Context: an optimization exercise on an open-source flow, tuned for small area and a short achievable clock period. The choices shown serve that exercise and are no tape-out recipe.
Function was not checked in any run shown here: the RTL went through the layout flow alone.
Power figures rest on the tool's default switching activity, not on a simulated workload.

==> flow/design.v (outline; a module is shown in full before it is edited, if it fits) <==
// module FA: 7 lines
// module HA: 7 lines
// module BSEL8: 6 lines
// module BSEL8N: 6 lines
// module BSEL8B: 6 lines
// module BSEL8A: 6 lines
// module GPLEAF: 7 lines
// module PLEAF: 6 lines
// module KSA: 453 lines
// module X3ADD: 191 lines
// module PGBLK: 7 lines
// module PGGRY: 6 lines
// module Booth: 1731 lines
module Booth (
    input  CLK, RST,
    input  [31:0] x, y,
    output [63:0] p
);
  // ...
==> flow/flow/run.sh <==
#!/bin/bash
# Own layout flow: the standard flow, plus one step after floorplan that
# sets every combinational cell to the smallest drive strength of its family
# (Yosys/ABC map with a fixed load and tends to pick oversized gates). The
# later resizer steps (repair_design, repair_timing) size up what needs it.
set -euo pipefail
here=$(pwd)
export POST_FLOORPLAN_TCL="$here/flow/downsize.tcl"
# buffer the ports with a plain buffer (the default pick is a slow delay cell)
export BUFFER_PORTS_ARGS="-buffer_cell sky130_fd_sc_hd__buf_2"
bash standard.sh > "$here/standard.log" 2>&1
==> flow/flow/downsize.tcl <==
# Swap each combinational standard cell for the smallest-drive cell of the same
# function (same footprint family); leave flops, adders, buffers and ties alone.
set n 0
foreach inst [get_cells *] {
  set master [get_property $inst ref_name]
  if {![regexp {^sky130_fd_sc_hd__([a-z0-9]+)_([0-9]+)$} $master -> base size]} { continue }
  if {[regexp {^(df|sdf|edf|dl|fa|ha|conb|tap|fill|decap|buf|clkbuf|clkdly|dlygate|dlymetal|inv|clkinv|diode|lpflow|probe)} $base]} { continue }
  set best ""
  set bestsize 1000
  foreach lc [get_lib_cells sky130_fd_sc_hd__${base}_*] {
    set nm [get_name $lc]
    if {![regexp "^sky130_fd_sc_hd__${base}_(\[0-9\]+)\$" $nm -> s]} { continue }
    if {[get_property $lc dont_use]} { continue }
    if {$s < $bestsize} { set bestsize $s; set best $nm }
  }
  if {$best ne "" && $best ne $master} {
    replace_cell $inst $best
    incr n
  }
}
puts "downsize: replaced $n cells"
==> flow/standard.sh <==
#!/bin/bash
# synth_recipe.tcl (not shown) runs the flow's synth.tcl, then flattens the netlist and writes it again
# the make line also repeats each setting of config.mk as NAME=value (left out here)
make -C /OpenROAD-flow-scripts/flow DESIGN_CONFIG=/design/flow/config.mk WORK_HOME=/design/flow/orfs CLKGATE_MAP_FILE= SYNTH_SCRIPT=/design/flow/synth_recipe.tcl "${@:-finish}"
==> flow/config.mk <==
export PLATFORM = sky130hd
export DESIGN_NAME = Booth
export DESIGN_NICKNAME = Booth
export VERILOG_FILES = /design/flow/design.v
export SDC_FILE = /design/flow/constraint.sdc
export NUM_CORES = 4
export LEC_CHECK = 0
export CAP_MARGIN = 20
export CORE_MARGIN = 2
export CORE_UTILIZATION = 40
export SETUP_SLACK_MARGIN = 3.1
export SLEW_MARGIN = 20
export SYNTH_HIERARCHICAL = 1
export SYNTH_MINIMUM_KEEP_SIZE = 0
==> flow/constraint.sdc <==
create_clock -name core_clock -period 7.5 [get_ports {CLK}]
set_input_delay 1.5000 -clock core_clock [delete_from_list [all_inputs] [get_ports {CLK}]]
set_output_delay 1.5000 -clock core_clock [all_outputs]
set_load 0.01 [all_outputs]
==> results.py, run 1 <==
metrics = {
    "run_status": {
        "outcome": "finished clean",
    },
    "global_routing": {
        "grt.busiest_layer": "met2",
        "grt_max_degree": 70,
        "grt_util_met2_pct": 42.2,
    },
    "place": {
        "post-place-ws_ns": 2.39,
        "gp_congestion": 0.969,
        "place_hpwl_mm": 68.6,
    },
    "die": {
        "chipHeight_um": 278,
        "start_util_pct": 40.3,
        "die_area_um2": 77200,
    },
    "detailed_routing": {
        "viasPerCell": 6.60,
        "highest_layer": "met5",
    },
    "pwr": {
        "pg_clk_mw": 1.32,
    },
    "worst_setup_path": {
        "critPathSlowestCell": "fa_2",
        "crit_required_ns": 7.93,
        "worst-path-buf-inv": 1,
        "crit_chain": "buf_6 -> a22o_1 -> a221oi_1 -> xnor2_1 -> fa_1 -> fa_1 -> fa_2 -> fa_1 -> fa_2 -> ha_4 -> ha_4 -> nor2b_1",
        "crit_path_end_kind": "flip-flop",
        "cp-endpoint": "pr[38]$_DFF_P_",
    },
    "cells_and_area": {
        "fillers": 6950,
        "top_register": "pr",
        "buf_share_pct": 7.07,
        "inverters": 22,
        "drive_above_1_share_pct": 19.8,
        "area_growth_pct": 11.7,
        "nNonClkBuffers": 266,
        "multi_input_area_share_pct": 71.4,
        "final.clkbuf_count": 41,
    },
    "sta": {
        "hold_ws_ns": 1.06,
        "layout_min_cycle_time_ns": 4.44,
    },
    "job": {
        "maxCapViolations": 0,
    },
}
==> module BSEL8, before the edit <==
module BSEL8 (
    input  s1, s2, s3, s4, neg, a, b, t, c,
    output pp
);
    assign pp = neg ^ ((s1 & a) | (s2 & b) | (s3 & t) | (s4 & c));
endmodule
==> module BSEL8N, before the edit <==
module BSEL8N (
    input  s1, s2, s3, s4, neg, a, b, t, c,
    output pp
);
    assign pp = ~(neg ^ ((s1 & a) | (s2 & b) | (s3 & t) | (s4 & c)));
endmodule
==> module GPLEAF, before the edit <==
module GPLEAF (
    input  a, b, rst,
    output g, p
);
    assign g = a & b & ~rst;
    assign p = (a ^ b) & ~rst;
endmodule
==> module KSA, before the edit <==
module KSA (
    input  [63:0] G, P,
    output [63:0] Sum
);
    wire gg0;
    PGGRY u_pg0 (.gh(G[1]), .ph(P[1]), .gl(G[0]), .g(gg0));
    wire gg1, pp1;
    PGBLK u_pg1 (.gh(G[3]), .ph(P[3]), .gl(G[2]), .pl(P[2]), .g(gg1), .p(pp1));
    wire gg2, pp2;
    PGBLK u_pg2 (.gh(G[5]), .ph(P[5]), .gl(G[4]), .pl(P[4]), .g(gg2), .p(pp2));
    wire gg3, pp3;
    PGBLK u_pg3 (.gh(G[7]), .ph(P[7]), .gl(G[6]), .pl(P[6]), .g(gg3), .p(pp3));
    wire gg4, pp4;
    PGBLK u_pg4 (.gh(G[9]), .ph(P[9]), .gl(G[8]), .pl(P[8]), .g(gg4), .p(pp4));
    wire gg5, pp5;
    PGBLK u_pg5 (.gh(G[11]), .ph(P[11]), .gl(G[10]), .pl(P[10]), .g(gg5), .p(pp5));
    wire gg6, pp6;
    PGBLK u_pg6 (.gh(G[13]), .ph(P[13]), .gl(G[12]), .pl(P[12]), .g(gg6), .p(pp6));
    wire gg7, pp7;
    PGBLK u_pg7 (.gh(G[15]), .ph(P[15]), .gl(G[14]), .pl(P[14]), .g(gg7), .p(pp7));
    wire gg8, pp8;
    PGBLK u_pg8 (.gh(G[17]), .ph(P[17]), .gl(G[16]), .pl(P[16]), .g(gg8), .p(pp8));
    wire gg9, pp9;
    PGBLK u_pg9 (.gh(G[19]), .ph(P[19]), .gl(G[18]), .pl(P[18]), .g(gg9), .p(pp9));
    wire gg10, pp10;
    PGBLK u_pg10 (.gh(G[21]), .ph(P[21]), .gl(G[20]), .pl(P[20]), .g(gg10), .p(pp10));
    wire gg11, pp11;
    PGBLK u_pg11 (.gh(G[23]), .ph(P[23]), .gl(G[22]), .pl(P[22]), .g(gg11), .p(pp11));
    wire gg12, pp12;
    PGBLK u_pg12 (.gh(G[25]), .ph(P[25]), .gl(G[24]), .pl(P[24]), .g(gg12), .p(pp12));
    wire gg13, pp13;
    PGBLK u_pg13 (.gh(G[27]), .ph(P[27]), .gl(G[26]), .pl(P[26]), .g(gg13), .p(pp13));
    wire gg14, pp14;
    PGBLK u_pg14 (.gh(G[29]), .ph(P[29]), .gl(G[28]), .pl(P[28]), .g(gg14), .p(pp14));
    wire gg15, pp15;
    PGBLK u_pg15 (.gh(G[31]), .ph(P[31]), .gl(G[30]), .pl(P[30]), .g(gg15), .p(pp15));
    wire gg16, pp16;
    PGBLK u_pg16 (.gh(G[33]), .ph(P[33]), .gl(G[32]), .pl(P[32]), .g(gg16), .p(pp16));
    wire gg17, pp17;
    PGBLK u_pg17 (.gh(G[35]), .ph(P[35]), .gl(G[34]), .pl(P[34]), .g(gg17), .p(pp17));
    wire gg18, pp18;
    PGBLK u_pg18 (.gh(G[37]), .ph(P[37]), .gl(G[36]), .pl(P[36]), .g(gg18), .p(pp18));
    wire gg19, pp19;
    PGBLK u_pg19 (.gh(G[39]), .ph(P[39]), .gl(G[38]), .pl(P[38]), .g(gg19), .p(pp19));
    wire gg20, pp20;
    PGBLK u_pg20 (.gh(G[41]), .ph(P[41]), .gl(G[40]), .pl(P[40]), .g(gg20), .p(pp20));
    wire gg21, pp21;
    PGBLK u_pg21 (.gh(G[43]), .ph(P[43]), .gl(G[42]), .pl(P[42]), .g(gg21), .p(pp21));
    wire gg22, pp22;
    PGBLK u_pg22 (.gh(G[45]), .ph(P[45]), .gl(G[44]), .pl(P[44]), .g(gg22), .p(pp22));
    wire gg23, pp23;
    PGBLK u_pg23 (.gh(G[47]), .ph(P[47]), .gl(G[46]), .pl(P[46]), .g(gg23), .p(pp23));
    wire gg24, pp24;
    PGBLK u_pg24 (.gh(G[49]), .ph(P[49]), .gl(G[48]), .pl(P[48]), .g(gg24), .p(pp24));
    wire gg25, pp25;
    PGBLK u_pg25 (.gh(G[51]), .ph(P[51]), .gl(G[50]), .pl(P[50]), .g(gg25), .p(pp25));
    wire gg26, pp26;
    PGBLK u_pg26 (.gh(G[53]), .ph(P[53]), .gl(G[52]), .pl(P[52]), .g(gg26), .p(pp26));
    wire gg27, pp27;
    PGBLK u_pg27 (.gh(G[55]), .ph(P[55]), .gl(G[54]), .pl(P[54]), .g(gg27), .p(pp27));
    wire gg28, pp28;
    PGBLK u_pg28 (.gh(G[57]), .ph(P[57]), .gl(G[56]), .pl(P[56]), .g(gg28), .p(pp28));
    wire gg29, pp29;
    PGBLK u_pg29 (.gh(G[59]), .ph(P[59]), .gl(G[58]), .pl(P[58]), .g(gg29), .p(pp29));
    wire gg30, pp30;
    PGBLK u_pg30 (.gh(G[61]), .ph(P[61]), .gl(G[60]), .pl(P[60]), .g(gg30), .p(pp30));
    wire gg31, pp31;
    PGBLK u_pg31 (.gh(G[63]), .ph(P[63]), .gl(G[62]), .pl(P[62]), .g(gg31), .p(pp31));
    wire gg32;
    PGGRY u_pg32 (.gh(G[2]), .ph(P[2]), .gl(gg0), .g(gg32));
    wire gg33;
    PGGRY u_pg33 (.gh(gg1), .ph(pp1), .gl(gg0), .g(gg33));
    wire gg34, pp34;
    PGBLK u_pg34 (.gh(G[6]), .ph(P[6]), .gl(gg2), .pl(pp2), .g(gg34), .p(pp34));
    wire gg35, pp35;
    PGBLK u_pg35 (.gh(gg3), .ph(pp3), .gl(gg2), .pl(pp2), .g(gg35), .p(pp35));
    wire gg36, pp36;
    PGBLK u_pg36 (.gh(G[10]), .ph(P[10]), .gl(gg4), .pl(pp4), .g(gg36), .p(pp36));
    wire gg37, pp37;
    PGBLK u_pg37 (.gh(gg5), .ph(pp5), .gl(gg4), .pl(pp4), .g(gg37), .p(pp37));
    wire gg38, pp38;
    PGBLK u_pg38 (.gh(G[14]), .ph(P[14]), .gl(gg6), .pl(pp6), .g(gg38), .p(pp38));
    wire gg39, pp39;
    PGBLK u_pg39 (.gh(gg7), .ph(pp7), .gl(gg6), .pl(pp6), .g(gg39), .p(pp39));
    wire gg40, pp40;
    PGBLK u_pg40 (.gh(G[18]), .ph(P[18]), .gl(gg8), .pl(pp8), .g(gg40), .p(pp40));
    wire gg41, pp41;
    PGBLK u_pg41 (.gh(gg9), .ph(pp9), .gl(gg8), .pl(pp8), .g(gg41), .p(pp41));
    wire gg42, pp42;
    PGBLK u_pg42 (.gh(G[22]), .ph(P[22]), .gl(gg10), .pl(pp10), .g(gg42), .p(pp42));
    wire gg43, pp43;
    PGBLK u_pg43 (.gh(gg11), .ph(pp11), .gl(gg10), .pl(pp10), .g(gg43), .p(pp43));
    wire gg44, pp44;
    PGBLK u_pg44 (.gh(G[26]), .ph(P[26]), .gl(gg12), .pl(pp12), .g(gg44), .p(pp44));
    wire gg45, pp45;
    PGBLK u_pg45 (.gh(gg13), .ph(pp13), .gl(gg12), .pl(pp12), .g(gg45), .p(pp45));
    wire gg46, pp46;
    PGBLK u_pg46 (.gh(G[30]), .ph(P[30]), .gl(gg14), .pl(pp14), .g(gg46), .p(pp46));
    wire gg47, pp47;
    PGBLK u_pg47 (.gh(gg15), .ph(pp15), .gl(gg14), .pl(pp14), .g(gg47), .p(pp47));
    wire gg48, pp48;
    PGBLK u_pg48 (.gh(G[34]), .ph(P[34]), .gl(gg16), .pl(pp16), .g(gg48), .p(pp48));
    wire gg49, pp49;
    PGBLK u_pg49 (.gh(gg17), .ph(pp17), .gl(gg16), .pl(pp16), .g(gg49), .p(pp49));
    wire gg50, pp50;
    PGBLK u_pg50 (.gh(G[38]), .ph(P[38]), .gl(gg18), .pl(pp18), .g(gg50), .p(pp50));
    wire gg51, pp51;
    PGBLK u_pg51 (.gh(gg19), .ph(pp19), .gl(gg18), .pl(pp18), .g(gg51), .p(pp51));
    wire gg52, pp52;
    PGBLK u_pg52 (.gh(G[42]), .ph(P[42]), .gl(gg20), .pl(pp20), .g(gg52), .p(pp52));
    wire gg53, pp53;
    PGBLK u_pg53 (.gh(gg21), .ph(pp21), .gl(gg20), .pl(pp20), .g(gg53), .p(pp53));
    wire gg54, pp54;
    PGBLK u_pg54 (.gh(G[46]), .ph(P[46]), .gl(gg22), .pl(pp22), .g(gg54), .p(pp54));
    wire gg55, pp55;
    PGBLK u_pg55 (.gh(gg23), .ph(pp23), .gl(gg22), .pl(pp22), .g(gg55), .p(pp55));
    wire gg56, pp56;
    PGBLK u_pg56 (.gh(G[50]), .ph(P[50]), .gl(gg24), .pl(pp24), .g(gg56), .p(pp56));
    wire gg57, pp57;
    PGBLK u_pg57 (.gh(gg25), .ph(pp25), .gl(gg24), .pl(pp24), .g(gg57), .p(pp57));
    wire gg58, pp58;
    PGBLK u_pg58 (.gh(G[54]), .ph(P[54]), .gl(gg26), .pl(pp26), .g(gg58), .p(pp58));
    wire gg59, pp59;
    PGBLK u_pg59 (.gh(gg27), .ph(pp27), .gl(gg26), .pl(pp26), .g(gg59), .p(pp59));
    wire gg60, pp60;
    PGBLK u_pg60 (.gh(G[58]), .ph(P[58]), .gl(gg28), .pl(pp28), .g(gg60), .p(pp60));
    wire gg61, pp61;
    PGBLK u_pg61 (.gh(gg29), .ph(pp29), .gl(gg28), .pl(pp28), .g(gg61), .p(pp61));
    wire gg62, pp62;
    PGBLK u_pg62 (.gh(G[62]), .ph(P[62]), .gl(gg30), .pl(pp30), .g(gg62), .p(pp62));
    wire gg63, pp63;
    PGBLK u_pg63 (.gh(gg31), .ph(pp31), .gl(gg30), .pl(pp30), .g(gg63), .p(pp63));
    wire gg64;
    PGGRY u_pg64 (.gh(G[4]), .ph(P[4]), .gl(gg33), .g(gg64));
    wire gg65;
    PGGRY u_pg65 (.gh(gg2), .ph(pp2), .gl(gg33), .g(gg65));
    wire gg66;
    PGGRY u_pg66 (.gh(gg34), .ph(pp34), .gl(gg33), .g(gg66));
    wire gg67;
    PGGRY u_pg67 (.gh(gg35), .ph(pp35), .gl(gg33), .g(gg67));
    wire gg68, pp68;
    PGBLK u_pg68 (.gh(G[12]), .ph(P[12]), .gl(gg37), .pl(pp37), .g(gg68), .p(pp68));
    wire gg69, pp69;
    PGBLK u_pg69 (.gh(gg6), .ph(pp6), .gl(gg37), .pl(pp37), .g(gg69), .p(pp69));
    wire gg70, pp70;
    PGBLK u_pg70 (.gh(gg38), .ph(pp38), .gl(gg37), .pl(pp37), .g(gg70), .p(pp70));
    wire gg71, pp71;
    PGBLK u_pg71 (.gh(gg39), .ph(pp39), .gl(gg37), .pl(pp37), .g(gg71), .p(pp71));
    wire gg72, pp72;
    PGBLK u_pg72 (.gh(G[20]), .ph(P[20]), .gl(gg41), .pl(pp41), .g(gg72), .p(pp72));
    wire gg73, pp73;
    PGBLK u_pg73 (.gh(gg10), .ph(pp10), .gl(gg41), .pl(pp41), .g(gg73), .p(pp73));
    wire gg74, pp74;
    PGBLK u_pg74 (.gh(gg42), .ph(pp42), .gl(gg41), .pl(pp41), .g(gg74), .p(pp74));
    wire gg75, pp75;
    PGBLK u_pg75 (.gh(gg43), .ph(pp43), .gl(gg41), .pl(pp41), .g(gg75), .p(pp75));
    wire gg76, pp76;
    PGBLK u_pg76 (.gh(G[28]), .ph(P[28]), .gl(gg45), .pl(pp45), .g(gg76), .p(pp76));
    wire gg77, pp77;
    PGBLK u_pg77 (.gh(gg14), .ph(pp14), .gl(gg45), .pl(pp45), .g(gg77), .p(pp77));
    wire gg78, pp78;
    PGBLK u_pg78 (.gh(gg46), .ph(pp46), .gl(gg45), .pl(pp45), .g(gg78), .p(pp78));
    wire gg79, pp79;
    PGBLK u_pg79 (.gh(gg47), .ph(pp47), .gl(gg45), .pl(pp45), .g(gg79), .p(pp79));
    wire gg80, pp80;
    PGBLK u_pg80 (.gh(G[36]), .ph(P[36]), .gl(gg49), .pl(pp49), .g(gg80), .p(pp80));
    wire gg81, pp81;
    PGBLK u_pg81 (.gh(gg18), .ph(pp18), .gl(gg49), .pl(pp49), .g(gg81), .p(pp81));
    wire gg82, pp82;
    PGBLK u_pg82 (.gh(gg50), .ph(pp50), .gl(gg49), .pl(pp49), .g(gg82), .p(pp82));
    wire gg83, pp83;
    PGBLK u_pg83 (.gh(gg51), .ph(pp51), .gl(gg49), .pl(pp49), .g(gg83), .p(pp83));
    wire gg84, pp84;
    PGBLK u_pg84 (.gh(G[44]), .ph(P[44]), .gl(gg53), .pl(pp53), .g(gg84), .p(pp84));
    wire gg85, pp85;
    PGBLK u_pg85 (.gh(gg22), .ph(pp22), .gl(gg53), .pl(pp53), .g(gg85), .p(pp85));
    wire gg86, pp86;
    PGBLK u_pg86 (.gh(gg54), .ph(pp54), .gl(gg53), .pl(pp53), .g(gg86), .p(pp86));
    wire gg87, pp87;
    PGBLK u_pg87 (.gh(gg55), .ph(pp55), .gl(gg53), .pl(pp53), .g(gg87), .p(pp87));
    wire gg88, pp88;
    PGBLK u_pg88 (.gh(G[52]), .ph(P[52]), .gl(gg57), .pl(pp57), .g(gg88), .p(pp88));
    wire gg89, pp89;
    PGBLK u_pg89 (.gh(gg26), .ph(pp26), .gl(gg57), .pl(pp57), .g(gg89), .p(pp89));
    wire gg90, pp90;
    PGBLK u_pg90 (.gh(gg58), .ph(pp58), .gl(gg57), .pl(pp57), .g(gg90), .p(pp90));
    wire gg91, pp91;
    PGBLK u_pg91 (.gh(gg59), .ph(pp59), .gl(gg57), .pl(pp57), .g(gg91), .p(pp91));
    wire gg92, pp92;
    PGBLK u_pg92 (.gh(G[60]), .ph(P[60]), .gl(gg61), .pl(pp61), .g(gg92), .p(pp92));
    wire gg93, pp93;
    PGBLK u_pg93 (.gh(gg30), .ph(pp30), .gl(gg61), .pl(pp61), .g(gg93), .p(pp93));
    wire gg94, pp94;
    PGBLK u_pg94 (.gh(gg62), .ph(pp62), .gl(gg61), .pl(pp61), .g(gg94), .p(pp94));
    wire gg95, pp95;
    PGBLK u_pg95 (.gh(gg63), .ph(pp63), .gl(gg61), .pl(pp61), .g(gg95), .p(pp95));
    wire gg96;
    PGGRY u_pg96 (.gh(G[8]), .ph(P[8]), .gl(gg67), .g(gg96));
    wire gg97;
    PGGRY u_pg97 (.gh(gg4), .ph(pp4), .gl(gg67), .g(gg97));
    wire gg98;
    PGGRY u_pg98 (.gh(gg36), .ph(pp36), .gl(gg67), .g(gg98));
    wire gg99;
    PGGRY u_pg99 (.gh(gg37), .ph(pp37), .gl(gg67), .g(gg99));
    wire gg100;
    PGGRY u_pg100 (.gh(gg68), .ph(pp68), .gl(gg67), .g(gg100));
    wire gg101;
    PGGRY u_pg101 (.gh(gg69), .ph(pp69), .gl(gg67), .g(gg101));
    wire gg102;
    PGGRY u_pg102 (.gh(gg70), .ph(pp70), .gl(gg67), .g(gg102));
    wire gg103;
    PGGRY u_pg103 (.gh(gg71), .ph(pp71), .gl(gg67), .g(gg103));
    wire gg104, pp104;
    PGBLK u_pg104 (.gh(G[24]), .ph(P[24]), .gl(gg75), .pl(pp75), .g(gg104), .p(pp104));
    wire gg105, pp105;
    PGBLK u_pg105 (.gh(gg12), .ph(pp12), .gl(gg75), .pl(pp75), .g(gg105), .p(pp105));
    wire gg106, pp106;
    PGBLK u_pg106 (.gh(gg44), .ph(pp44), .gl(gg75), .pl(pp75), .g(gg106), .p(pp106));
    wire gg107, pp107;
    PGBLK u_pg107 (.gh(gg45), .ph(pp45), .gl(gg75), .pl(pp75), .g(gg107), .p(pp107));
    wire gg108, pp108;
    PGBLK u_pg108 (.gh(gg76), .ph(pp76), .gl(gg75), .pl(pp75), .g(gg108), .p(pp108));
    wire gg109, pp109;
    PGBLK u_pg109 (.gh(gg77), .ph(pp77), .gl(gg75), .pl(pp75), .g(gg109), .p(pp109));
    wire gg110, pp110;
    PGBLK u_pg110 (.gh(gg78), .ph(pp78), .gl(gg75), .pl(pp75), .g(gg110), .p(pp110));
    wire gg111, pp111;
    PGBLK u_pg111 (.gh(gg79), .ph(pp79), .gl(gg75), .pl(pp75), .g(gg111), .p(pp111));
    wire gg112, pp112;
    PGBLK u_pg112 (.gh(G[40]), .ph(P[40]), .gl(gg83), .pl(pp83), .g(gg112), .p(pp112));
    wire gg113, pp113;
    PGBLK u_pg113 (.gh(gg20), .ph(pp20), .gl(gg83), .pl(pp83), .g(gg113), .p(pp113));
    wire gg114, pp114;
    PGBLK u_pg114 (.gh(gg52), .ph(pp52), .gl(gg83), .pl(pp83), .g(gg114), .p(pp114));
    wire gg115, pp115;
    PGBLK u_pg115 (.gh(gg53), .ph(pp53), .gl(gg83), .pl(pp83), .g(gg115), .p(pp115));
    wire gg116, pp116;
    PGBLK u_pg116 (.gh(gg84), .ph(pp84), .gl(gg83), .pl(pp83), .g(gg116), .p(pp116));
    wire gg117, pp117;
    PGBLK u_pg117 (.gh(gg85), .ph(pp85), .gl(gg83), .pl(pp83), .g(gg117), .p(pp117));
    wire gg118, pp118;
    PGBLK u_pg118 (.gh(gg86), .ph(pp86), .gl(gg83), .pl(pp83), .g(gg118), .p(pp118));
    wire gg119, pp119;
    PGBLK u_pg119 (.gh(gg87), .ph(pp87), .gl(gg83), .pl(pp83), .g(gg119), .p(pp119));
    wire gg120, pp120;
    PGBLK u_pg120 (.gh(G[56]), .ph(P[56]), .gl(gg91), .pl(pp91), .g(gg120), .p(pp120));
    wire gg121, pp121;
    PGBLK u_pg121 (.gh(gg28), .ph(pp28), .gl(gg91), .pl(pp91), .g(gg121), .p(pp121));
    wire gg122, pp122;
    PGBLK u_pg122 (.gh(gg60), .ph(pp60), .gl(gg91), .pl(pp91), .g(gg122), .p(pp122));
    wire gg123, pp123;
    PGBLK u_pg123 (.gh(gg61), .ph(pp61), .gl(gg91), .pl(pp91), .g(gg123), .p(pp123));
    wire gg124, pp124;
    PGBLK u_pg124 (.gh(gg92), .ph(pp92), .gl(gg91), .pl(pp91), .g(gg124), .p(pp124));
    wire gg125, pp125;
    PGBLK u_pg125 (.gh(gg93), .ph(pp93), .gl(gg91), .pl(pp91), .g(gg125), .p(pp125));
    wire gg126, pp126;
    PGBLK u_pg126 (.gh(gg94), .ph(pp94), .gl(gg91), .pl(pp91), .g(gg126), .p(pp126));
    wire gg127, pp127;
    PGBLK u_pg127 (.gh(gg95), .ph(pp95), .gl(gg91), .pl(pp91), .g(gg127), .p(pp127));
    wire gg128;
    PGGRY u_pg128 (.gh(G[16]), .ph(P[16]), .gl(gg103), .g(gg128));
    wire gg129;
    PGGRY u_pg129 (.gh(gg8), .ph(pp8), .gl(gg103), .g(gg129));
    wire gg130;
    PGGRY u_pg130 (.gh(gg40), .ph(pp40), .gl(gg103), .g(gg130));
    wire gg131;
    PGGRY u_pg131 (.gh(gg41), .ph(pp41), .gl(gg103), .g(gg131));
    wire gg132;
    PGGRY u_pg132 (.gh(gg72), .ph(pp72), .gl(gg103), .g(gg132));
    wire gg133;
    PGGRY u_pg133 (.gh(gg73), .ph(pp73), .gl(gg103), .g(gg133));
    wire gg134;
    PGGRY u_pg134 (.gh(gg74), .ph(pp74), .gl(gg103), .g(gg134));
    wire gg135;
    PGGRY u_pg135 (.gh(gg75), .ph(pp75), .gl(gg103), .g(gg135));
    wire gg136;
    PGGRY u_pg136 (.gh(gg104), .ph(pp104), .gl(gg103), .g(gg136));
    wire gg137;
    PGGRY u_pg137 (.gh(gg105), .ph(pp105), .gl(gg103), .g(gg137));
    wire gg138;
    PGGRY u_pg138 (.gh(gg106), .ph(pp106), .gl(gg103), .g(gg138));
    wire gg139;
    PGGRY u_pg139 (.gh(gg107), .ph(pp107), .gl(gg103), .g(gg139));
    wire gg140;
    PGGRY u_pg140 (.gh(gg108), .ph(pp108), .gl(gg103), .g(gg140));
    wire gg141;
    PGGRY u_pg141 (.gh(gg109), .ph(pp109), .gl(gg103), .g(gg141));
    wire gg142;
    PGGRY u_pg142 (.gh(gg110), .ph(pp110), .gl(gg103), .g(gg142));
    wire gg143;
    PGGRY u_pg143 (.gh(gg111), .ph(pp111), .gl(gg103), .g(gg143));
    wire gg144, pp144;
    PGBLK u_pg144 (.gh(G[48]), .ph(P[48]), .gl(gg119), .pl(pp119), .g(gg144), .p(pp144));
    wire gg145, pp145;
    PGBLK u_pg145 (.gh(gg24), .ph(pp24), .gl(gg119), .pl(pp119), .g(gg145), .p(pp145));
    wire gg146, pp146;
    PGBLK u_pg146 (.gh(gg56), .ph(pp56), .gl(gg119), .pl(pp119), .g(gg146), .p(pp146));
    wire gg147, pp147;
    PGBLK u_pg147 (.gh(gg57), .ph(pp57), .gl(gg119), .pl(pp119), .g(gg147), .p(pp147));
    wire gg148, pp148;
    PGBLK u_pg148 (.gh(gg88), .ph(pp88), .gl(gg119), .pl(pp119), .g(gg148), .p(pp148));
    wire gg149, pp149;
    PGBLK u_pg149 (.gh(gg89), .ph(pp89), .gl(gg119), .pl(pp119), .g(gg149), .p(pp149));
    wire gg150, pp150;
    PGBLK u_pg150 (.gh(gg90), .ph(pp90), .gl(gg119), .pl(pp119), .g(gg150), .p(pp150));
    wire gg151, pp151;
    PGBLK u_pg151 (.gh(gg91), .ph(pp91), .gl(gg119), .pl(pp119), .g(gg151), .p(pp151));
    wire gg152, pp152;
    PGBLK u_pg152 (.gh(gg120), .ph(pp120), .gl(gg119), .pl(pp119), .g(gg152), .p(pp152));
    wire gg153, pp153;
    PGBLK u_pg153 (.gh(gg121), .ph(pp121), .gl(gg119), .pl(pp119), .g(gg153), .p(pp153));
    wire gg154, pp154;
    PGBLK u_pg154 (.gh(gg122), .ph(pp122), .gl(gg119), .pl(pp119), .g(gg154), .p(pp154));
    wire gg155, pp155;
    PGBLK u_pg155 (.gh(gg123), .ph(pp123), .gl(gg119), .pl(pp119), .g(gg155), .p(pp155));
    wire gg156, pp156;
    PGBLK u_pg156 (.gh(gg124), .ph(pp124), .gl(gg119), .pl(pp119), .g(gg156), .p(pp156));
    wire gg157, pp157;
    PGBLK u_pg157 (.gh(gg125), .ph(pp125), .gl(gg119), .pl(pp119), .g(gg157), .p(pp157));
    wire gg158, pp158;
    PGBLK u_pg158 (.gh(gg126), .ph(pp126), .gl(gg119), .pl(pp119), .g(gg158), .p(pp158));
    wire gg159, pp159;
    PGBLK u_pg159 (.gh(gg127), .ph(pp127), .gl(gg119), .pl(pp119), .g(gg159), .p(pp159));
    wire gg160;
    PGGRY u_pg160 (.gh(G[32]), .ph(P[32]), .gl(gg143), .g(gg160));
    wire gg161;
    PGGRY u_pg161 (.gh(gg16), .ph(pp16), .gl(gg143), .g(gg161));
    wire gg162;
    PGGRY u_pg162 (.gh(gg48), .ph(pp48), .gl(gg143), .g(gg162));
    wire gg163;
    PGGRY u_pg163 (.gh(gg49), .ph(pp49), .gl(gg143), .g(gg163));
    wire gg164;
    PGGRY u_pg164 (.gh(gg80), .ph(pp80), .gl(gg143), .g(gg164));
    wire gg165;
    PGGRY u_pg165 (.gh(gg81), .ph(pp81), .gl(gg143), .g(gg165));
    wire gg166;
    PGGRY u_pg166 (.gh(gg82), .ph(pp82), .gl(gg143), .g(gg166));
    wire gg167;
    PGGRY u_pg167 (.gh(gg83), .ph(pp83), .gl(gg143), .g(gg167));
    wire gg168;
    PGGRY u_pg168 (.gh(gg112), .ph(pp112), .gl(gg143), .g(gg168));
    wire gg169;
    PGGRY u_pg169 (.gh(gg113), .ph(pp113), .gl(gg143), .g(gg169));
    wire gg170;
    PGGRY u_pg170 (.gh(gg114), .ph(pp114), .gl(gg143), .g(gg170));
    wire gg171;
    PGGRY u_pg171 (.gh(gg115), .ph(pp115), .gl(gg143), .g(gg171));
    wire gg172;
    PGGRY u_pg172 (.gh(gg116), .ph(pp116), .gl(gg143), .g(gg172));
    wire gg173;
    PGGRY u_pg173 (.gh(gg117), .ph(pp117), .gl(gg143), .g(gg173));
    wire gg174;
    PGGRY u_pg174 (.gh(gg118), .ph(pp118), .gl(gg143), .g(gg174));
    wire gg175;
    PGGRY u_pg175 (.gh(gg119), .ph(pp119), .gl(gg143), .g(gg175));
    wire gg176;
    PGGRY u_pg176 (.gh(gg144), .ph(pp144), .gl(gg143), .g(gg176));
    wire gg177;
    PGGRY u_pg177 (.gh(gg145), .ph(pp145), .gl(gg143), .g(gg177));
    wire gg178;
    PGGRY u_pg178 (.gh(gg146), .ph(pp146), .gl(gg143), .g(gg178));
    wire gg179;
    PGGRY u_pg179 (.gh(gg147), .ph(pp147), .gl(gg143), .g(gg179));
    wire gg180;
    PGGRY u_pg180 (.gh(gg148), .ph(pp148), .gl(gg143), .g(gg180));
    wire gg181;
    PGGRY u_pg181 (.gh(gg149), .ph(pp149), .gl(gg143), .g(gg181));
    wire gg182;
    PGGRY u_pg182 (.gh(gg150), .ph(pp150), .gl(gg143), .g(gg182));
    wire gg183;
    PGGRY u_pg183 (.gh(gg151), .ph(pp151), .gl(gg143), .g(gg183));
    wire gg184;
    PGGRY u_pg184 (.gh(gg152), .ph(pp152), .gl(gg143), .g(gg184));
    wire gg185;
    PGGRY u_pg185 (.gh(gg153), .ph(pp153), .gl(gg143), .g(gg185));
    wire gg186;
    PGGRY u_pg186 (.gh(gg154), .ph(pp154), .gl(gg143), .g(gg186));
    wire gg187;
    PGGRY u_pg187 (.gh(gg155), .ph(pp155), .gl(gg143), .g(gg187));
    wire gg188;
    PGGRY u_pg188 (.gh(gg156), .ph(pp156), .gl(gg143), .g(gg188));
    wire gg189;
    PGGRY u_pg189 (.gh(gg157), .ph(pp157), .gl(gg143), .g(gg189));
    wire gg190;
    PGGRY u_pg190 (.gh(gg158), .ph(pp158), .gl(gg143), .g(gg190));
    wire gg191;
    PGGRY u_pg191 (.gh(gg159), .ph(pp159), .gl(gg143), .g(gg191));
    assign Sum[0] = P[0];
    assign Sum[1] = P[1] ^ G[0];
    assign Sum[2] = P[2] ^ gg0;
    assign Sum[3] = P[3] ^ gg32;
    assign Sum[4] = P[4] ^ gg33;
    assign Sum[5] = P[5] ^ gg64;
    assign Sum[6] = P[6] ^ gg65;
    assign Sum[7] = P[7] ^ gg66;
    assign Sum[8] = P[8] ^ gg67;
    assign Sum[9] = P[9] ^ gg96;
    assign Sum[10] = P[10] ^ gg97;
    assign Sum[11] = P[11] ^ gg98;
    assign Sum[12] = P[12] ^ gg99;
    assign Sum[13] = P[13] ^ gg100;
    assign Sum[14] = P[14] ^ gg101;
    assign Sum[15] = P[15] ^ gg102;
    assign Sum[16] = P[16] ^ gg103;
    assign Sum[17] = P[17] ^ gg128;
    assign Sum[18] = P[18] ^ gg129;
    assign Sum[19] = P[19] ^ gg130;
    assign Sum[20] = P[20] ^ gg131;
    assign Sum[21] = P[21] ^ gg132;
    assign Sum[22] = P[22] ^ gg133;
    assign Sum[23] = P[23] ^ gg134;
    assign Sum[24] = P[24] ^ gg135;
    assign Sum[25] = P[25] ^ gg136;
    assign Sum[26] = P[26] ^ gg137;
    assign Sum[27] = P[27] ^ gg138;
    assign Sum[28] = P[28] ^ gg139;
    assign Sum[29] = P[29] ^ gg140;
    assign Sum[30] = P[30] ^ gg141;
    assign Sum[31] = P[31] ^ gg142;
    assign Sum[32] = P[32] ^ gg143;
    assign Sum[33] = P[33] ^ gg160;
    assign Sum[34] = P[34] ^ gg161;
    assign Sum[35] = P[35] ^ gg162;
    assign Sum[36] = P[36] ^ gg163;
    assign Sum[37] = P[37] ^ gg164;
    assign Sum[38] = P[38] ^ gg165;
    assign Sum[39] = P[39] ^ gg166;
    assign Sum[40] = P[40] ^ gg167;
    assign Sum[41] = P[41] ^ gg168;
    assign Sum[42] = P[42] ^ gg169;
    assign Sum[43] = P[43] ^ gg170;
    assign Sum[44] = P[44] ^ gg171;
    assign Sum[45] = P[45] ^ gg172;
    assign Sum[46] = P[46] ^ gg173;
    assign Sum[47] = P[47] ^ gg174;
    assign Sum[48] = P[48] ^ gg175;
    assign Sum[49] = P[49] ^ gg176;
    assign Sum[50] = P[50] ^ gg177;
    assign Sum[51] = P[51] ^ gg178;
    assign Sum[52] = P[52] ^ gg179;
    assign Sum[53] = P[53] ^ gg180;
    assign Sum[54] = P[54] ^ gg181;
    assign Sum[55] = P[55] ^ gg182;
    assign Sum[56] = P[56] ^ gg183;
    assign Sum[57] = P[57] ^ gg184;
    assign Sum[58] = P[58] ^ gg185;
    assign Sum[59] = P[59] ^ gg186;
    assign Sum[60] = P[60] ^ gg187;
    assign Sum[61] = P[61] ^ gg188;
    assign Sum[62] = P[62] ^ gg189;
    assign Sum[63] = P[63] ^ gg190;
endmodule
==> run 2: changes to the inputs <==
--- a/flow/design.v
+++ b/flow/design.v
@@ -17,5 +17,7 @@
     output pp
 );
-    assign pp = neg ^ ((s1 & a) | (s2 & b) | (s3 & t) | (s4 & c));
+    wire u, v;
+    AOI22X2 u0 (.s1(s1), .a(a), .s2(s2), .b(b), .s3(s3), .t(t), .s4(s4), .c(c), .u(u), .v(v));
+    NANDXOR u2 (.u(u), .v(v), .neg(neg), .pp(pp));
 endmodule
 module BSEL8N (
@@ -23,5 +25,26 @@
     output pp
 );
-    assign pp = ~(neg ^ ((s1 & a) | (s2 & b) | (s3 & t) | (s4 & c)));
+    wire u, v;
+    AOI22X2 u0 (.s1(s1), .a(a), .s2(s2), .b(b), .s3(s3), .t(t), .s4(s4), .c(c), .u(u), .v(v));
+    NANDXNOR u2 (.u(u), .v(v), .neg(neg), .pp(pp));
+endmodule
+module AOI22X2 (
+    input  s1, a, s2, b, s3, t, s4, c,
+    output u, v
+);
+    assign u = ~((s1 & a) | (s2 & b));
+    assign v = ~((s3 & t) | (s4 & c));
+endmodule
+module NANDXOR (
+    input  u, v, neg,
+    output pp
+);
+    assign pp = neg ^ ~(u & v);
+endmodule
+module NANDXNOR (
+    input  u, v, neg,
+    output pp
+);
+    assign pp = ~(neg ^ ~(u & v));
 endmodule
 module BSEL8B (
@@ -37,4 +60,16 @@
     assign pp = neg ^ (s13 & a);
 endmodule
+module BSEL4 (
+    input  s1, s2, neg, a, b,
+    output pp
+);
+    assign pp = neg ^ ((s1 & a) | (s2 & b));
+endmodule
+module BSEL4N (
+    input  s1, s2, neg, a, b,
+    output pp
+);
+    assign pp = ~(neg ^ ((s1 & a) | (s2 & b)));
+endmodule
 module GPLEAF (
     input  a, b, rst,
@@ -42,14 +77,9 @@
 );
     assign g = a & b & ~rst;
-    assign p = (a ^ b) & ~rst;
-endmodule
-module PLEAF (
-    input  a, rst,
-    output p
-);
-    assign p = a & ~rst;
+    assign p = a ^ b;
 endmodule
 module KSA (
     input  [63:0] G, P,
+    input  clr,
     output [63:0] Sum
 );
@@ -438,68 +468,69 @@
     wire gg191;
     PGGRY u_pg191 (.gh(gg159), .ph(pp159), .gl(gg143), .g(gg191));
-    assign Sum[0] = P[0];
-    assign Sum[1] = P[1] ^ G[0];
-    assign Sum[2] = P[2] ^ gg0;
-    assign Sum[3] = P[3] ^ gg32;
-    assign Sum[4] = P[4] ^ gg33;
-    assign Sum[5] = P[5] ^ gg64;
-    assign Sum[6] = P[6] ^ gg65;
-    assign Sum[7] = P[7] ^ gg66;
-    assign Sum[8] = P[8] ^ gg67;
-    assign Sum[9] = P[9] ^ gg96;
-    assign Sum[10] = P[10] ^ gg97;
-    assign Sum[11] = P[11] ^ gg98;
-    assign Sum[12] = P[12] ^ gg99;
-    assign Sum[13] = P[13] ^ gg100;
-    assign Sum[14] = P[14] ^ gg101;
-    assign Sum[15] = P[15] ^ gg102;
-    assign Sum[16] = P[16] ^ gg103;
-    assign Sum[17] = P[17] ^ gg128;
-    assign Sum[18] = P[18] ^ gg129;
-    assign Sum[19] = P[19] ^ gg130;
-    assign Sum[20] = P[20] ^ gg131;
-    assign Sum[21] = P[21] ^ gg132;
-    assign Sum[22] = P[22] ^ gg133;
-    assign Sum[23] = P[23] ^ gg134;
-    assign Sum[24] = P[24] ^ gg135;
-    assign Sum[25] = P[25] ^ gg136;
-    assign Sum[26] = P[26] ^ gg137;
-    assign Sum[27] = P[27] ^ gg138;
-    assign Sum[28] = P[28] ^ gg139;
-    assign Sum[29] = P[29] ^ gg140;
-    assign Sum[30] = P[30] ^ gg141;
-    assign Sum[31] = P[31] ^ gg142;
-    assign Sum[32] = P[32] ^ gg143;
-    assign Sum[33] = P[33] ^ gg160;
-    assign Sum[34] = P[34] ^ gg161;
-    assign Sum[35] = P[35] ^ gg162;
-    assign Sum[36] = P[36] ^ gg163;
-    assign Sum[37] = P[37] ^ gg164;
-    assign Sum[38] = P[38] ^ gg165;
-    assign Sum[39] = P[39] ^ gg166;
-    assign Sum[40] = P[40] ^ gg167;
-    assign Sum[41] = P[41] ^ gg168;
-    assign Sum[42] = P[42] ^ gg169;
-    assign Sum[43] = P[43] ^ gg170;
-    assign Sum[44] = P[44] ^ gg171;
-    assign Sum[45] = P[45] ^ gg172;
-    assign Sum[46] = P[46] ^ gg173;
-    assign Sum[47] = P[47] ^ gg174;
-    assign Sum[48] = P[48] ^ gg175;
-    assign Sum[49] = P[49] ^ gg176;
-    assign Sum[50] = P[50] ^ gg177;
-    assign Sum[51] = P[51] ^ gg178;
-    assign Sum[52] = P[52] ^ gg179;
-    assign Sum[53] = P[53] ^ gg180;
-    assign Sum[54] = P[54] ^ gg181;
-    assign Sum[55] = P[55] ^ gg182;
-    assign Sum[56] = P[56] ^ gg183;
-    assign Sum[57] = P[57] ^ gg184;
-    assign Sum[58] = P[58] ^ gg185;
-    assign Sum[59] = P[59] ^ gg186;
-    assign Sum[60] = P[60] ^ gg187;
-    assign Sum[61] = P[61] ^ gg188;
-    assign Sum[62] = P[62] ^ gg189;
-    assign Sum[63] = P[63] ^ gg190;
+    wire [63:0] h = P & ~{64{clr}};
+    assign Sum[0] = h[0];
+    assign Sum[1] = h[1] ^ G[0];
+    assign Sum[2] = h[2] ^ gg0;
+    assign Sum[3] = h[3] ^ gg32;
+    assign Sum[4] = h[4] ^ gg33;
+    assign Sum[5] = h[5] ^ gg64;
+    assign Sum[6] = h[6] ^ gg65;
+    assign Sum[7] = h[7] ^ gg66;
+    assign Sum[8] = h[8] ^ gg67;
+    assign Sum[9] = h[9] ^ gg96;
+    assign Sum[10] = h[10] ^ gg97;
+    assign Sum[11] = h[11] ^ gg98;
+    assign Sum[12] = h[12] ^ gg99;
+    assign Sum[13] = h[13] ^ gg100;
+    assign Sum[14] = h[14] ^ gg101;
+    assign Sum[15] = h[15] ^ gg102;
+    assign Sum[16] = h[16] ^ gg103;
+    assign Sum[17] = h[17] ^ gg128;
+    assign Sum[18] = h[18] ^ gg129;
+    assign Sum[19] = h[19] ^ gg130;
+    assign Sum[20] = h[20] ^ gg131;
+    assign Sum[21] = h[21] ^ gg132;
+    assign Sum[22] = h[22] ^ gg133;
+    assign Sum[23] = h[23] ^ gg134;
+    assign Sum[24] = h[24] ^ gg135;
+    assign Sum[25] = h[25] ^ gg136;
+    assign Sum[26] = h[26] ^ gg137;
+    assign Sum[27] = h[27] ^ gg138;
+    assign Sum[28] = h[28] ^ gg139;
+    assign Sum[29] = h[29] ^ gg140;
+    assign Sum[30] = h[30] ^ gg141;
+    assign Sum[31] = h[31] ^ gg142;
+    assign Sum[32] = h[32] ^ gg143;
+    assign Sum[33] = h[33] ^ gg160;
+    assign Sum[34] = h[34] ^ gg161;
+    assign Sum[35] = h[35] ^ gg162;
+    assign Sum[36] = h[36] ^ gg163;
+    assign Sum[37] = h[37] ^ gg164;
+    assign Sum[38] = h[38] ^ gg165;
+    assign Sum[39] = h[39] ^ gg166;
+    assign Sum[40] = h[40] ^ gg167;
+    assign Sum[41] = h[41] ^ gg168;
+    assign Sum[42] = h[42] ^ gg169;
+    assign Sum[43] = h[43] ^ gg170;
+    assign Sum[44] = h[44] ^ gg171;
+    assign Sum[45] = h[45] ^ gg172;
+    assign Sum[46] = h[46] ^ gg173;
+    assign Sum[47] = h[47] ^ gg174;
+    assign Sum[48] = h[48] ^ gg175;
+    assign Sum[49] = h[49] ^ gg176;
+    assign Sum[50] = h[50] ^ gg177;
+    assign Sum[51] = h[51] ^ gg178;
+    assign Sum[52] = h[52] ^ gg179;
+    assign Sum[53] = h[53] ^ gg180;
+    assign Sum[54] = h[54] ^ gg181;
+    assign Sum[55] = h[55] ^ gg182;
+    assign Sum[56] = h[56] ^ gg183;
+    assign Sum[57] = h[57] ^ gg184;
+    assign Sum[58] = h[58] ^ gg185;
+    assign Sum[59] = h[59] ^ gg186;
+    assign Sum[60] = h[60] ^ gg187;
+    assign Sum[61] = h[61] ^ gg188;
+    assign Sum[62] = h[62] ^ gg189;
+    assign Sum[63] = h[63] ^ gg190;
 endmodule
 module X3ADD (
@@ -1094,36 +1125,36 @@
     wire pp10_0; BSEL8A u_b10_0 (.s13(s1[10] | s3[10]), .neg(neg[10]), .a(xr[0]), .pp(pp10_0));
     wire pp10_1; BSEL8B u_b10_1 (.s1(s1[10]), .s2(s2[10]), .s3(s3[10]), .neg(neg[10]), .a(xe[3]), .b(xe[2]), .t(x3e[1]), .pp(pp10_1));
-    wire pp10_2; BSEL8 u_b10_2 (.s1(s1[10]), .s2(s2[10]), .s3(s3[10]), .s4(s4[10]), .neg(neg[10]), .a(xe[4]), .b(xe[3]), .t(x3e[2]), .c(xe[2]), .pp(pp10_2));
-    wire pp10_3; BSEL8 u_b10_3 (.s1(s1[10]), .s2(s2[10]), .s3(s3[10]), .s4(s4[10]), .neg(neg[10]), .a(xe[5]), .b(xe[4]), .t(x3e[3]), .c(xe[3]), .pp(pp10_3));
-    wire pp10_4; BSEL8 u_b10_4 (.s1(s1[10]), .s2(s2[10]), .s3(s3[10]), .s4(s4[10]), .neg(neg[10]), .a(xe[6]), .b(xe[5]), .t(x3e[4]), .c(xe[4]), .pp(pp10_4));
-    wire pp10_5; BSEL8 u_b10_5 (.s1(s1[10]), .s2(s2[10]), .s3(s3[10]), .s4(s4[10]), .neg(neg[10]), .a(xe[7]), .b(xe[6]), .t(x3e[5]), .c(xe[5]), .pp(pp10_5));
-    wire pp10_6; BSEL8 u_b10_6 (.s1(s1[10]), .s2(s2[10]), .s3(s3[10]), .s4(s4[10]), .neg(neg[10]), .a(xe[8]), .b(xe[7]), .t(x3e[6]), .c(xe[6]), .pp(pp10_6));
-    wire pp10_7; BSEL8 u_b10_7 (.s1(s1[10]), .s2(s2[10]), .s3(s3[10]), .s4(s4[10]), .neg(neg[10]), .a(xe[9]), .b(xe[8]), .t(x3e[7]), .c(xe[7]), .pp(pp10_7));
-    wire pp10_8; BSEL8 u_b10_8 (.s1(s1[10]), .s2(s2[10]), .s3(s3[10]), .s4(s4[10]), .neg(neg[10]), .a(xe[10]), .b(xe[9]), .t(x3e[8]), .c(xe[8]), .pp(pp10_8));
-    wire pp10_9; BSEL8 u_b10_9 (.s1(s1[10]), .s2(s2[10]), .s3(s3[10]), .s4(s4[10]), .neg(neg[10]), .a(xe[11]), .b(xe[10]), .t(x3e[9]), .c(xe[9]), .pp(pp10_9));
-    wire pp10_10; BSEL8 u_b10_10 (.s1(s1[10]), .s2(s2[10]), .s3(s3[10]), .s4(s4[10]), .neg(neg[10]), .a(xe[12]), .b(xe[11]), .t(x3e[10]), .c(xe[10]), .pp(pp10_10));
-    wire pp10_11; BSEL8 u_b10_11 (.s1(s1[10]), .s2(s2[10]), .s3(s3[10]), .s4(s4[10]), .neg(neg[10]), .a(xe[13]), .b(xe[12]), .t(x3e[11]), .c(xe[11]), .pp(pp10_11));
-    wire pp10_12; BSEL8 u_b10_12 (.s1(s1[10]), .s2(s2[10]), .s3(s3[10]), .s4(s4[10]), .neg(neg[10]), .a(xe[14]), .b(xe[13]), .t(x3e[12]), .c(xe[12]), .pp(pp10_12));
-    wire pp10_13; BSEL8 u_b10_13 (.s1(s1[10]), .s2(s2[10]), .s3(s3[10]), .s4(s4[10]), .neg(neg[10]), .a(xe[15]), .b(xe[14]), .t(x3e[13]), .c(xe[13]), .pp(pp10_13));
-    wire pp10_14; BSEL8 u_b10_14 (.s1(s1[10]), .s2(s2[10]), .s3(s3[10]), .s4(s4[10]), .neg(neg[10]), .a(xe[16]), .b(xe[15]), .t(x3e[14]), .c(xe[14]), .pp(pp10_14));
-    wire pp10_15; BSEL8 u_b10_15 (.s1(s1[10]), .s2(s2[10]), .s3(s3[10]), .s4(s4[10]), .neg(neg[10]), .a(xe[17]), .b(xe[16]), .t(x3e[15]), .c(xe[15]), .pp(pp10_15));
-    wire pp10_16; BSEL8 u_b10_16 (.s1(s1[10]), .s2(s2[10]), .s3(s3[10]), .s4(s4[10]), .neg(neg[10]), .a(xe[18]), .b(xe[17]), .t(x3e[16]), .c(xe[16]), .pp(pp10_16));
-    wire pp10_17; BSEL8 u_b10_17 (.s1(s1[10]), .s2(s2[10]), .s3(s3[10]), .s4(s4[10]), .neg(neg[10]), .a(xe[19]), .b(xe[18]), .t(x3e[17]), .c(xe[17]), .pp(pp10_17));
-    wire pp10_18; BSEL8 u_b10_18 (.s1(s1[10]), .s2(s2[10]), .s3(s3[10]), .s4(s4[10]), .neg(neg[10]), .a(xe[20]), .b(xe[19]), .t(x3e[18]), .c(xe[18]), .pp(pp10_18));
-    wire pp10_19; BSEL8 u_b10_19 (.s1(s1[10]), .s2(s2[10]), .s3(s3[10]), .s4(s4[10]), .neg(neg[10]), .a(xe[21]), .b(xe[20]), .t(x3e[19]), .c(xe[19]), .pp(pp10_19));
-    wire pp10_20; BSEL8 u_b10_20 (.s1(s1[10]), .s2(s2[10]), .s3(s3[10]), .s4(s4[10]), .neg(neg[10]), .a(xe[22]), .b(xe[21]), .t(x3e[20]), .c(xe[20]), .pp(pp10_20));
-    wire pp10_21; BSEL8 u_b10_21 (.s1(s1[10]), .s2(s2[10]), .s3(s3[10]), .s4(s4[10]), .neg(neg[10]), .a(xe[23]), .b(xe[22]), .t(x3e[21]), .c(xe[21]), .pp(pp10_21));
-    wire pp10_22; BSEL8 u_b10_22 (.s1(s1[10]), .s2(s2[10]), .s3(s3[10]), .s4(s4[10]), .neg(neg[10]), .a(xe[24]), .b(xe[23]), .t(x3e[22]), .c(xe[22]), .pp(pp10_22));
-    wire pp10_23; BSEL8 u_b10_23 (.s1(s1[10]), .s2(s2[10]), .s3(s3[10]), .s4(s4[10]), .neg(neg[10]), .a(xe[25]), .b(xe[24]), .t(x3e[23]), .c(xe[23]), .pp(pp10_23));
-    wire pp10_24; BSEL8 u_b10_24 (.s1(s1[10]), .s2(s2[10]), .s3(s3[10]), .s4(s4[10]), .neg(neg[10]), .a(xe[26]), .b(xe[25]), .t(x3e[24]), .c(xe[24]), .pp(pp10_24));
-    wire pp10_25; BSEL8 u_b10_25 (.s1(s1[10]), .s2(s2[10]), .s3(s3[10]), .s4(s4[10]), .neg(neg[10]), .a(xe[27]), .b(xe[26]), .t(x3e[25]), .c(xe[25]), .pp(pp10_25));
-    wire pp10_26; BSEL8 u_b10_26 (.s1(s1[10]), .s2(s2[10]), .s3(s3[10]), .s4(s4[10]), .neg(neg[10]), .a(xe[28]), .b(xe[27]), .t(x3e[26]), .c(xe[26]), .pp(pp10_26));
-    wire pp10_27; BSEL8 u_b10_27 (.s1(s1[10]), .s2(s2[10]), .s3(s3[10]), .s4(s4[10]), .neg(neg[10]), .a(xe[29]), .b(xe[28]), .t(x3e[27]), .c(xe[27]), .pp(pp10_27));
-    wire pp10_28; BSEL8 u_b10_28 (.s1(s1[10]), .s2(s2[10]), .s3(s3[10]), .s4(s4[10]), .neg(neg[10]), .a(xe[30]), .b(xe[29]), .t(x3e[28]), .c(xe[28]), .pp(pp10_28));
-    wire pp10_29; BSEL8 u_b10_29 (.s1(s1[10]), .s2(s2[10]), .s3(s3[10]), .s4(s4[10]), .neg(neg[10]), .a(xe[31]), .b(xe[30]), .t(x3e[29]), .c(xe[29]), .pp(pp10_29));
-    wire pp10_30; BSEL8 u_b10_30 (.s1(s1[10]), .s2(s2[10]), .s3(s3[10]), .s4(s4[10]), .neg(neg[10]), .a(xe[32]), .b(xe[31]), .t(x3e[30]), .c(xe[30]), .pp(pp10_30));
-    wire pp10_31; BSEL8 u_b10_31 (.s1(s1[10]), .s2(s2[10]), .s3(s3[10]), .s4(s4[10]), .neg(neg[10]), .a(xe[33]), .b(xe[32]), .t(x3e[31]), .c(xe[31]), .pp(pp10_31));
-    wire pp10_32; BSEL8 u_b10_32 (.s1(s1[10]), .s2(s2[10]), .s3(s3[10]), .s4(s4[10]), .neg(neg[10]), .a(xe[34]), .b(xe[33]), .t(x3e[32]), .c(xe[32]), .pp(pp10_32));
-    wire pp10_33; BSEL8 u_b10_33 (.s1(s1[10]), .s2(s2[10]), .s3(s3[10]), .s4(s4[10]), .neg(neg[10]), .a(xe[35]), .b(xe[34]), .t(x3e[33]), .c(xe[33]), .pp(pp10_33));
+    wire pp10_2; BSEL4 u_b10_2 (.s1(s1[10]), .s2(s2[10]), .neg(neg[10]), .a(xe[4]), .b(xe[3]), .pp(pp10_2));
+    wire pp10_3; BSEL4 u_b10_3 (.s1(s1[10]), .s2(s2[10]), .neg(neg[10]), .a(xe[5]), .b(xe[4]), .pp(pp10_3));
+    wire pp10_4; BSEL4 u_b10_4 (.s1(s1[10]), .s2(s2[10]), .neg(neg[10]), .a(xe[6]), .b(xe[5]), .pp(pp10_4));
+    wire pp10_5; BSEL4 u_b10_5 (.s1(s1[10]), .s2(s2[10]), .neg(neg[10]), .a(xe[7]), .b(xe[6]), .pp(pp10_5));
+    wire pp10_6; BSEL4 u_b10_6 (.s1(s1[10]), .s2(s2[10]), .neg(neg[10]), .a(xe[8]), .b(xe[7]), .pp(pp10_6));
+    wire pp10_7; BSEL4 u_b10_7 (.s1(s1[10]), .s2(s2[10]), .neg(neg[10]), .a(xe[9]), .b(xe[8]), .pp(pp10_7));
+    wire pp10_8; BSEL4 u_b10_8 (.s1(s1[10]), .s2(s2[10]), .neg(neg[10]), .a(xe[10]), .b(xe[9]), .pp(pp10_8));
+    wire pp10_9; BSEL4 u_b10_9 (.s1(s1[10]), .s2(s2[10]), .neg(neg[10]), .a(xe[11]), .b(xe[10]), .pp(pp10_9));
+    wire pp10_10; BSEL4 u_b10_10 (.s1(s1[10]), .s2(s2[10]), .neg(neg[10]), .a(xe[12]), .b(xe[11]), .pp(pp10_10));
+    wire pp10_11; BSEL4 u_b10_11 (.s1(s1[10]), .s2(s2[10]), .neg(neg[10]), .a(xe[13]), .b(xe[12]), .pp(pp10_11));
+    wire pp10_12; BSEL4 u_b10_12 (.s1(s1[10]), .s2(s2[10]), .neg(neg[10]), .a(xe[14]), .b(xe[13]), .pp(pp10_12));
+    wire pp10_13; BSEL4 u_b10_13 (.s1(s1[10]), .s2(s2[10]), .neg(neg[10]), .a(xe[15]), .b(xe[14]), .pp(pp10_13));
+    wire pp10_14; BSEL4 u_b10_14 (.s1(s1[10]), .s2(s2[10]), .neg(neg[10]), .a(xe[16]), .b(xe[15]), .pp(pp10_14));
+    wire pp10_15; BSEL4 u_b10_15 (.s1(s1[10]), .s2(s2[10]), .neg(neg[10]), .a(xe[17]), .b(xe[16]), .pp(pp10_15));
+    wire pp10_16; BSEL4 u_b10_16 (.s1(s1[10]), .s2(s2[10]), .neg(neg[10]), .a(xe[18]), .b(xe[17]), .pp(pp10_16));
+    wire pp10_17; BSEL4 u_b10_17 (.s1(s1[10]), .s2(s2[10]), .neg(neg[10]), .a(xe[19]), .b(xe[18]), .pp(pp10_17));
+    wire pp10_18; BSEL4 u_b10_18 (.s1(s1[10]), .s2(s2[10]), .neg(neg[10]), .a(xe[20]), .b(xe[19]), .pp(pp10_18));
+    wire pp10_19; BSEL4 u_b10_19 (.s1(s1[10]), .s2(s2[10]), .neg(neg[10]), .a(xe[21]), .b(xe[20]), .pp(pp10_19));
+    wire pp10_20; BSEL4 u_b10_20 (.s1(s1[10]), .s2(s2[10]), .neg(neg[10]), .a(xe[22]), .b(xe[21]), .pp(pp10_20));
+    wire pp10_21; BSEL4 u_b10_21 (.s1(s1[10]), .s2(s2[10]), .neg(neg[10]), .a(xe[23]), .b(xe[22]), .pp(pp10_21));
+    wire pp10_22; BSEL4 u_b10_22 (.s1(s1[10]), .s2(s2[10]), .neg(neg[10]), .a(xe[24]), .b(xe[23]), .pp(pp10_22));
+    wire pp10_23; BSEL4 u_b10_23 (.s1(s1[10]), .s2(s2[10]), .neg(neg[10]), .a(xe[25]), .b(xe[24]), .pp(pp10_23));
+    wire pp10_24; BSEL4 u_b10_24 (.s1(s1[10]), .s2(s2[10]), .neg(neg[10]), .a(xe[26]), .b(xe[25]), .pp(pp10_24));
+    wire pp10_25; BSEL4 u_b10_25 (.s1(s1[10]), .s2(s2[10]), .neg(neg[10]), .a(xe[27]), .b(xe[26]), .pp(pp10_25));
+    wire pp10_26; BSEL4 u_b10_26 (.s1(s1[10]), .s2(s2[10]), .neg(neg[10]), .a(xe[28]), .b(xe[27]), .pp(pp10_26));
+    wire pp10_27; BSEL4 u_b10_27 (.s1(s1[10]), .s2(s2[10]), .neg(neg[10]), .a(xe[29]), .b(xe[28]), .pp(pp10_27));
+    wire pp10_28; BSEL4 u_b10_28 (.s1(s1[10]), .s2(s2[10]), .neg(neg[10]), .a(xe[30]), .b(xe[29]), .pp(pp10_28));
+    wire pp10_29; BSEL4 u_b10_29 (.s1(s1[10]), .s2(s2[10]), .neg(neg[10]), .a(xe[31]), .b(xe[30]), .pp(pp10_29));
+    wire pp10_30; BSEL4 u_b10_30 (.s1(s1[10]), .s2(s2[10]), .neg(neg[10]), .a(xe[32]), .b(xe[31]), .pp(pp10_30));
+    wire pp10_31; BSEL4 u_b10_31 (.s1(s1[10]), .s2(s2[10]), .neg(neg[10]), .a(xe[33]), .b(xe[32]), .pp(pp10_31));
+    wire pp10_32; BSEL4 u_b10_32 (.s1(s1[10]), .s2(s2[10]), .neg(neg[10]), .a(xe[34]), .b(xe[33]), .pp(pp10_32));
+    wire pp10_33; BSEL4 u_b10_33 (.s1(s1[10]), .s2(s2[10]), .neg(neg[10]), .a(xe[35]), .b(xe[34]), .pp(pp10_33));
     wire hs0;
     wire hc0;
@@ -2240,21 +2271,22 @@
     HA u_ha62 (.a(pp10_32), .b(iv20), .s(hs62), .co(hc62));
     reg  [63:0] gr, pr;
+    reg         rst_r;
     wire [63:0] g_d, p_d;
     assign g_d[0] = 1'b0;
-    PLEAF u_gp0 (.a(hs0), .rst(RST), .p(p_d[0]));
+    assign p_d[0] = hs0;
     assign g_d[1] = 1'b0;
-    PLEAF u_gp1 (.a(hs1), .rst(RST), .p(p_d[1]));
+    assign p_d[1] = hs1;
     assign g_d[2] = 1'b0;
-    PLEAF u_gp2 (.a(hs2), .rst(RST), .p(p_d[2]));
+    assign p_d[2] = hs2;
     assign g_d[3] = 1'b0;
-    PLEAF u_gp3 (.a(hs3), .rst(RST), .p(p_d[3]));
+    assign p_d[3] = hs3;
     assign g_d[4] = 1'b0;
-    PLEAF u_gp4 (.a(hs4), .rst(RST), .p(p_d[4]));
+    assign p_d[4] = hs4;
     assign g_d[5] = 1'b0;
-    PLEAF u_gp5 (.a(hs5), .rst(RST), .p(p_d[5]));
+    assign p_d[5] = hs5;
     assign g_d[6] = 1'b0;
-    PLEAF u_gp6 (.a(hs6), .rst(RST), .p(p_d[6]));
+    assign p_d[6] = hs6;
     assign g_d[7] = 1'b0;
-    PLEAF u_gp7 (.a(hs7), .rst(RST), .p(p_d[7]));
+    assign p_d[7] = hs7;
     GPLEAF u_gp8 (.a(hc7), .b(fs8), .rst(RST), .g(g_d[8]), .p(p_d[8]));
     GPLEAF u_gp9 (.a(fc8), .b(hs8), .rst(RST), .g(g_d[9]), .p(p_d[9]));
@@ -2314,4 +2346,5 @@
     GPLEAF u_gp63 (.a(hc61), .b(hs62), .rst(RST), .g(g_d[63]), .p(p_d[63]));
     always @(posedge CLK) begin
+        rst_r <= RST;
         pr[0] <= p_d[0];
         pr[1] <= p_d[1];
@@ -2436,4 +2469,4 @@
     end
     wire [63:0] gq = {gr[63], gr[62], gr[61], gr[60], gr[59], gr[58], gr[57], gr[56], gr[55], gr[54], gr[53], gr[52], gr[51], gr[50], gr[49], gr[48], gr[47], gr[46], gr[45], gr[44], gr[43], gr[42], gr[41], gr[40], gr[39], gr[38], gr[37], gr[36], gr[35], gr[34], gr[33], gr[32], gr[31], gr[30], gr[29], gr[28], gr[27], gr[26], gr[25], gr[24], gr[23], gr[22], gr[21], gr[20], gr[19], gr[18], gr[17], gr[16], gr[15], gr[14], gr[13], gr[12], gr[11], gr[10], gr[9], gr[8], 1'b0, 1'b0, 1'b0, 1'b0, 1'b0, 1'b0, 1'b0, 1'b0};
-    KSA u_cpa (.G(gq), .P(pr), .Sum(p));
+    KSA u_cpa (.G(gq), .P(pr), .clr(rst_r), .Sum(p));
 endmodule
==> run 2 against run 1 <==
Net effect: sequential share of layout area rose by 0.94 points; critical path depth down 1; register-to-register slack gained 0.095 ns; final cell count is 6.1% higher; clock skew increased by 0.011 ns; count of clock-buffer cells in the layout shrank 2; sequential power grew 14%; die area up 8.7%; first-iteration DRC count grew 15%; highest routed layer is now met4.
==> results.py, run 2 <==
metrics = {
    "die": {
        "ios": 130,
        "start_util_pct": 40.4,
        "chipHeight_um": 290,
        "die_w_um": 290,
        "placeableCoreArea_um2": 80700,
        "rows": 104,
        "die_area_um2": 83900,
    },
    "cells_and_area": {
        "multi_input_area_um2": 23000,
        "largestRegisters": "pr (64), gr (55), x3r (33)",
        "layout_commonest_cell": "a22oi_1",
        "area_growth_pct": -3.37,
        "layout_common_cells": "692 x a22oi_1, 359 x xor2_1, 350 x nand2_1",
        "drive_above_1_share_pct": 11.3,
        "largest_reg_flops": 64,
        "regArea_um2": 5040,
        "layoutNonFillerInstCount": 4150,
        "nets": 3581,
        "fillers": 7993,
        "top_register": "pr",
    },
    "pwr": {
        "p_per_area_nw_per_um2": 495,
        "total_power_mw": 15.6,
        "vdd_drop_max_mv": 0.467,
        "p_leak_nw": 14.6,
    },
    "place": {
        "gp_congestion": 0.914,
        "dp_cells": 4092,
        "portBuffers": 129,
        "place_hpwl_mm": 65.8,
        "post-place-ws_ns": 2.91,
    },
    "global_routing": {
        "grt_overflow": 0,
        "antenna_found_initial": 4,
        "grt_max_degree": 65,
        "first_global_vias": 25500,
        "grt_pass1_wl_mm": 158,
        "track_usage_pct": 24.5,
    },
    "logic_synthesis": {
        "yosysWarnings": 7,
        "syn_area_um2": 32600,
        "syn_avg_cell_area_um2": 11.4,
        "synth_cells": 2866,
    },
    "clocking": {
        "clk_pin_slew_ns": 0.06,
        "clockBufferDepth": 3,
        "worst_skew_pair.late_latency_ns": 0.58,
        "cts_sinks": 238,
        "cts_buffers": 27,
        "cts_tree": "yes",
        "ctsRootBufferMaster": "clkbuf_16",
        "hold_buffers": 0,
        "htreeDepth": 1,
    },
    "worst_setup_path": {
        "timing.rr.end": "gr[32]$_DFF_P_",
        "crit_path_end_kind": "flip-flop",
        "criticalPathCategory": "flip-flop to flip-flop",
        "crit_required_ns": 7.94,
        "worst-r2r-cell-count": 11,
        "path_max_fanout": 10,
        "worstSetupStartpointType": "flip-flop",
        "worstPathArrival_ns": 4.79,
        "reg2reg_setup_slack_ns": 3.16,
        "regToRegStartpoint": "x3r[9]$_DFF_P_",
    },
    "sta": {
        "hold_ws_ns": 0.904,
        "finalSetupViolCount": 0,
        "slew_headroom_pct": 29.8,
        "rsz0062_at_grt": "true",
        "drv_slew": 0,
        "fin_crit_sh_pct": 57.9,
        "layout_min_cycle_time_ns": 4.34,
        "timing.final.ws_setup_ns": 3.16,
        "fmax_ghz": 0.230,
        "worstMarginPinSlew_ns": 1.05,
        "finClkSkew_ns": 0.0306,
        "tns_ns": 0,
        "hold_viol": 0,
    },
    "job": {
        "maxCapViolations": 0,
    },
    "hold_path": {
        "hp-start": "neg[0]$_DFF_P_",
        "hp-class": "flip-flop to flip-flop",
        "whs_path_depth": 2,
        "worstHoldEndpoint": "pr[0]$_DFF_P_",
    },
    "detailed_routing": {
        "drtPass1Iterations": 11,
        "detail-route-antenna-nets": 0,
        "routedWlPerCell_um": 25.1,
        "drt_iter0_drc": 3779,
        "viasPerCell": 6.08,
        "drcViolationCount": 0,
        "num_vias": 25200,
        "drt-total-wl_mm": 104,
    },
    "run_status": {
        "outcome": "finished clean",
    },
}
[run 2: power by group]
part	total [mW]	internal, mW	switching, mW
logic	11.4	5.52	5.93
clock network	1.47	0.927	0.548
registers	2.68	1.93	0.749
total	15.6	8.38	7.22
[run 2: area by class of cell]
class | instances | share of cell area, %
clock inverters | 10 | 0.571
flip-flops and latches | 238 | 16.0
well taps | 1060 | 4.21
multi-input cells | 2602 | 72.8
diodes | 2 | 0.0159
clock buffers | 39 | 2.61
inverters | 22 | 0.262
repair buffers | 177 | 3.53
[run 2: stage by stage]
stage / area, um^2 / util (%)
finish: 31500 / 39.1
global route: 31500 / 39.1
detailed placement: 30100 / 37.3
CTS: 31300 / 38.8
global placement: 30100 / 37.3
floorplan: 32800 / -
[run 2: worst max-delay path by stage]
stage                         from              to  slack, ns  cells past startpoint
global route         s1[0]$_DFF_P_  gr[32]$_DFF_P_       3.08                     12
floorplan           xr[31]$_DFF_P_  gr[38]$_DFF_P_       3.01                     11
global placement    neg[3]$_DFF_P_  gr[32]$_DFF_P_       2.95                     10
CTS                 gr[32]$_DFF_P_           p[61]       3.06                      8
detailed placement  neg[3]$_DFF_P_  gr[32]$_DFF_P_       2.91                     10
finish              x3r[9]$_DFF_P_  gr[32]$_DFF_P_       3.16                     11
[run 2: timing repair]
action | in CTS | in global routing
buffers inserted | 1 | 6
gates resized for setup | 57 | 59
setup endpoints to repair | 61 | 70
pin swaps | 0 | 2
[run 2: metal layers]
layer	wire length [um]	global-route usage, %
met5	0	0
met4	5470	12.7
met3	13200	7.02
met2	44800	37.0
met1	40500	31.9
[run 2: worst max-delay path, cell delays in order, from the launching register on]
cell,delay [ns]
dfxtp_1,0.84
a22oi_1,0.21
nand2_1,0.12
xor2_1,0.20
fa_1,0.46
fa_1,0.40
fa_1,0.47
fa_1,0.54
fa_1,0.41
ha_1,0.29
ha_1,0.17
nor2b_1,0.12
